Background: an optimization exercise with open tools, aiming at small area, a short achievable clock period and few clock cycles per item. Do not read the settings as production practice. No activity file was given, so power comes from the tool's default toggle rates.

== old ==
==> flow/design.v <==
module cache
(
    input clk,
    input rst,
    input  [11:0]  cpu_adr,
    input  [127:0] cpu_dat_m,
    input  [15:0]  cpu_sel,
    input          cpu_cyc,
    input          cpu_stb,
    input          cpu_we,
    output [127:0] cpu_dat_s,
    output         cpu_ack,
    output         cpu_rty,
    output [11:0]  mem_adr,
    output [127:0] mem_dat_m,
    output [15:0]  mem_sel,
    output         mem_cyc,
    output         mem_stb,
    output         mem_we,
    input  [127:0] mem_dat_s,
    input          mem_ack,
    input          mem_rty
);
logic [127:0] data_q [16];
logic [8:0]   tag_q  [16];
logic [15:0]  val_q;
logic [15:0]  dty_q;
logic [7:0]   lru_q;           
logic         ack_q;           
logic         wb_q;            
logic         fill_q;          
logic [15:0]  wline_q;         
logic         way_q;           
logic         we_q;            
logic [15:0]  wsel_q;          
logic [15:0]  fwd_q;           
logic [11:0]  madr_q;          
logic [127:0] dout_q;          
wire req  = cpu_cyc & cpu_stb;
wire idle = ~ack_q & ~wb_q & ~fill_q;
wire [2:0] set = cpu_adr[2:0];
wire [8:0] tg  = cpu_adr[11:3];
logic [15:0] match;            
logic [15:0] vline;            
logic [15:0] sel;
always_comb begin
    for (int l = 0; l < 16; l++) begin
        match[l] = val_q[l] & (set == l[2:0]) & (tag_q[l] == tg);
        vline[l] = (set == l[2:0]) & (lru_q[l[2:0]] == l[3]);
    end
    for (int l = 0; l < 16; l++)
        sel[l] = match[l] | (vline[l] & ~match[l ^ 8]);
end
wire m0  = |match[7:0];
wire m1  = |match[15:8];
wire hit = m0 | m1;
wire vw  = lru_q[set];
wire vd  = |(vline & dty_q);
wire lway = m1 | (vw & ~m0);   
logic [8:0] vtag;
always_comb begin
    vtag = '0;
    for (int l = 0; l < 16; l++)
        vtag = vtag | ({9{vline[l]}} & tag_q[l]);
end
logic ack_n, wb_n, fill_n;
always_comb begin
    ack_n  = 1'b0;
    wb_n   = 1'b0;
    fill_n = 1'b0;
    if (rst) begin
    end else if (idle) begin
        ack_n  = req & hit;
        wb_n   = req & ~hit & vd;
        fill_n = req & ~hit & ~vd;
    end else if (wb_q) begin
        wb_n   = ~mem_ack;
        fill_n = mem_ack;
    end else if (fill_q) begin
        fill_n = ~mem_ack;
    end
end
always_ff @(posedge clk) begin
    ack_q  <= ack_n;
    wb_q   <= wb_n;
    fill_q <= fill_n;
    for (int b = 0; b < 16; b++)
        fwd_q[b] <= ~rst & fill_q & ~mem_ack & ~wsel_q[b];
end
always_ff @(posedge clk) begin
    if (idle) begin
        wline_q <= sel;
        way_q   <= lway;
        we_q    <= cpu_we;
        for (int b = 0; b < 16; b++)
            wsel_q[b] <= cpu_we & cpu_sel[b];
        madr_q  <= vd ? {vtag, set} : cpu_adr;
    end else if (wb_q & mem_ack) begin
        madr_q  <= cpu_adr;
    end
end
logic [127:0] wd;
always_comb
    for (int b = 0; b < 16; b++)
        wd[8*b +: 8] = fwd_q[b] ? mem_dat_s[8*b +: 8] : cpu_dat_m[8*b +: 8];
always_ff @(posedge clk) begin
    for (int l = 0; l < 16; l++)
        for (int b = 0; b < 16; b++)
            if (wline_q[l] && (fill_q || (ack_q && wsel_q[b])))
                data_q[l][8*b +: 8] <= wd[8*b +: 8];
end
always_ff @(posedge clk) begin
    for (int l = 0; l < 16; l++)
        if (fill_q && wline_q[l])
            tag_q[l] <= madr_q[11:3];
end
always_ff @(posedge clk) begin
    if (rst) begin
        val_q <= '0;
        dty_q <= '0;
        lru_q <= '0;
    end else begin
        for (int l = 0; l < 16; l++) begin
            if (fill_q && wline_q[l]) begin
                val_q[l] <= 1'b1;
                dty_q[l] <= we_q;
            end else if (ack_q && we_q && wline_q[l]) begin
                dty_q[l] <= 1'b1;
            end
        end
        if (idle & req)
            lru_q[set] <= ~lway;
    end
end
logic [127:0] dway0, dway1;
always_comb begin
    dway0 = '0;
    dway1 = '0;
    for (int s = 0; s < 8; s++) begin
        dway0 = dway0 | ({128{set == s[2:0]}} & data_q[s]);
        dway1 = dway1 | ({128{set == s[2:0]}} & data_q[s + 8]);
    end
end
wire rway = wb_q ? way_q : lway;
always_ff @(posedge clk)
    dout_q <= rway ? dway1 : dway0;
wire ackc = ack_q | (fill_q & mem_ack);
assign cpu_ack   = req & ackc;
assign cpu_rty   = req & ~ackc;
logic [127:0] fwd;
always_comb
    for (int b = 0; b < 16; b++)
        fwd[8*b +: 8] = fwd_q[b] ? mem_dat_s[8*b +: 8] : dout_q[8*b +: 8];
assign cpu_dat_s = fwd;
assign mem_adr   = madr_q;
assign mem_dat_m = dout_q;
assign mem_sel   = 16'hffff;
assign mem_cyc   = wb_q | fill_q;
assign mem_stb   = wb_q | fill_q;
assign mem_we    = wb_q;
endmodule
clock: 7.5 ns
lec_check: 0
cap_margin: 20
core_margin: 2
core_utilization: 45
place_density: 0.6
setup_slack_margin: 4.0
slew_margin: 20
tns_end_percent: 5
standard.sh (not shown) runs the stock make flow with config.mk's settings and CLKGATE_MAP_FILE= SYNTH_SCRIPT=/design/flow/synth_recipe.tcl, a recipe that flattens the netlist after the stock synthesis.
==> flow/flow/run.sh <==
#!/bin/bash
# Own layout flow: the standard ORFS flow (standard.sh) with three changes:
#  - synthesis maps the logic with Yosys's default ABC script (area-lean) instead of
#    ORFS's abc_speed script; everything else in the synthesis is the standard flow's own script
#    (synth_recipe.tcl), so the registers are the standard synthesis's;
#  - the port buffers are sky130_fd_sc_hd__buf_1 (resized later by the repair as needed);
#  - CTS clusters more sinks per clock buffer and adds no dummy loads.
# The tools' output goes to standard.log in the work folder (and ORFS's own logs under orfs/).
set -euo pipefail
W=$(pwd)

cat > "$W/own_synth.tcl" <<TCL
# ABC with its default script: drop ORFS's -script and -D arguments.
proc abc {args} {
  set out {}
  set skip 0
  foreach a \$args {
    if {\$skip} { set skip 0; continue }
    if {\$a eq "-script" || \$a eq "-D"} { set skip 1; continue }
    lappend out \$a
  }
  yosys abc {*}\$out
}
source $W/synth_recipe.tcl
TCL

bash "$W/standard.sh" \
  "SYNTH_SCRIPT=$W/own_synth.tcl" \
  "BUFFER_PORTS_ARGS=-buffer_cell sky130_fd_sc_hd__buf_1" \
  "CTS_ARGS=-sink_clustering_enable -repair_clock_nets -sink_clustering_size 22 -sink_clustering_max_diameter 75 -buf_list sky130_fd_sc_hd__clkbuf_16 -dont_use_dummy_load" \
  finish > "$W/standard.log" 2>&1
old | status: complete | timing, DRC, antenna: pass
Here is what was changed in the inputs of new compared with old.
--- a/flow/design.v
+++ b/flow/design.v
@@ -32,7 +32,7 @@
 logic [15:0]  wline_q;         
 logic         way_q;           
 logic         we_q;            
-logic [15:0]  wsel_q;          
+logic [15:0]  bwe_q;           
 logic [15:0]  fwd_q;           
 logic [11:0]  madr_q;          
 logic [127:0] dout_q;          
@@ -84,16 +84,16 @@
     ack_q  <= ack_n;
     wb_q   <= wb_n;
     fill_q <= fill_n;
-    for (int b = 0; b < 16; b++)
-        fwd_q[b] <= ~rst & fill_q & ~mem_ack & ~wsel_q[b];
+    for (int b = 0; b < 16; b++) begin
+        bwe_q[b] <= fill_n | (ack_n & cpu_we & cpu_sel[b]);
+        fwd_q[b] <= fill_n & ~(cpu_we & cpu_sel[b]);
+    end
 end
 always_ff @(posedge clk) begin
     if (idle) begin
         wline_q <= sel;
         way_q   <= lway;
         we_q    <= cpu_we;
-        for (int b = 0; b < 16; b++)
-            wsel_q[b] <= cpu_we & cpu_sel[b];
         madr_q  <= vd ? {vtag, set} : cpu_adr;
     end else if (wb_q & mem_ack) begin
         madr_q  <= cpu_adr;
@@ -106,7 +106,7 @@
 always_ff @(posedge clk) begin
     for (int l = 0; l < 16; l++)
         for (int b = 0; b < 16; b++)
-            if (wline_q[l] && (fill_q || (ack_q && wsel_q[b])))
+            if (wline_q[l] && bwe_q[b])
                 data_q[l][8*b +: 8] <= wd[8*b +: 8];
 end
 always_ff @(posedge clk) begin
Comparing new and old, the lower clock-buffer cell count is on new.
Worst hold slack: lower on old
Looking at proportion of power drawn by combinational gates across new and old, the one that comes out lower is old.
Compared with old, number of buffers inserted to repair setup after CTS in new increased by more than half.
Against old, new comes in 0.88 points higher on switching share of power.
Synthesized-area fraction occupied by xor and xnor cells: new vs old, no meaningful difference
Wire length of the first global-routing pass | new above old
Clock transition at the registers of the reported paths: new vs old, no meaningful difference
The total routed wire length on the met1 layer of new exceeds that of old by 3300 um.
Function was not checked in any run of this note: the RTL went through the layout flow alone.

-- static timing again, ports no longer ideal --
Ports are ideal in the flow. The routed layouts listed here were re-timed in OpenROAD.
Step 1 sets driving cells, clkbuf_16 on the clock port and buf_2 on the other inputs (assumed; they add their load-dependent delay and slew).
Step 2 adds t to the input delays and takes it off the output delays; t is the mean of the earliest and latest rising clock arrival at the registers after step 1. Input paths then give back, and output paths get back, about the clock's delay inside the block.
a / b / c = no drivers / after step 1 / after step 2; a / b = the first two.
| run | t, ns | setup slack, ns | hold WS [ns] | worst slew at a driven data input, ns | cell pins on the clock port's net |
|---|---|---|---|---|---|
| old | 0.858 | 3.613 / 3.604 / 2.821 | 0.420 / 0.420 / 0.420 | 0.05 | 1 |
| new | 0.865 | 3.605 / 3.604 / 2.739 | 0.487 / 0.487 / 0.487 | 0.09 | 1 |
After both steps setup and hold are still met in every run listed. The setup slack of new, which loses most, moves by -0.001 ns with the drivers and by -0.866 ns with both steps.
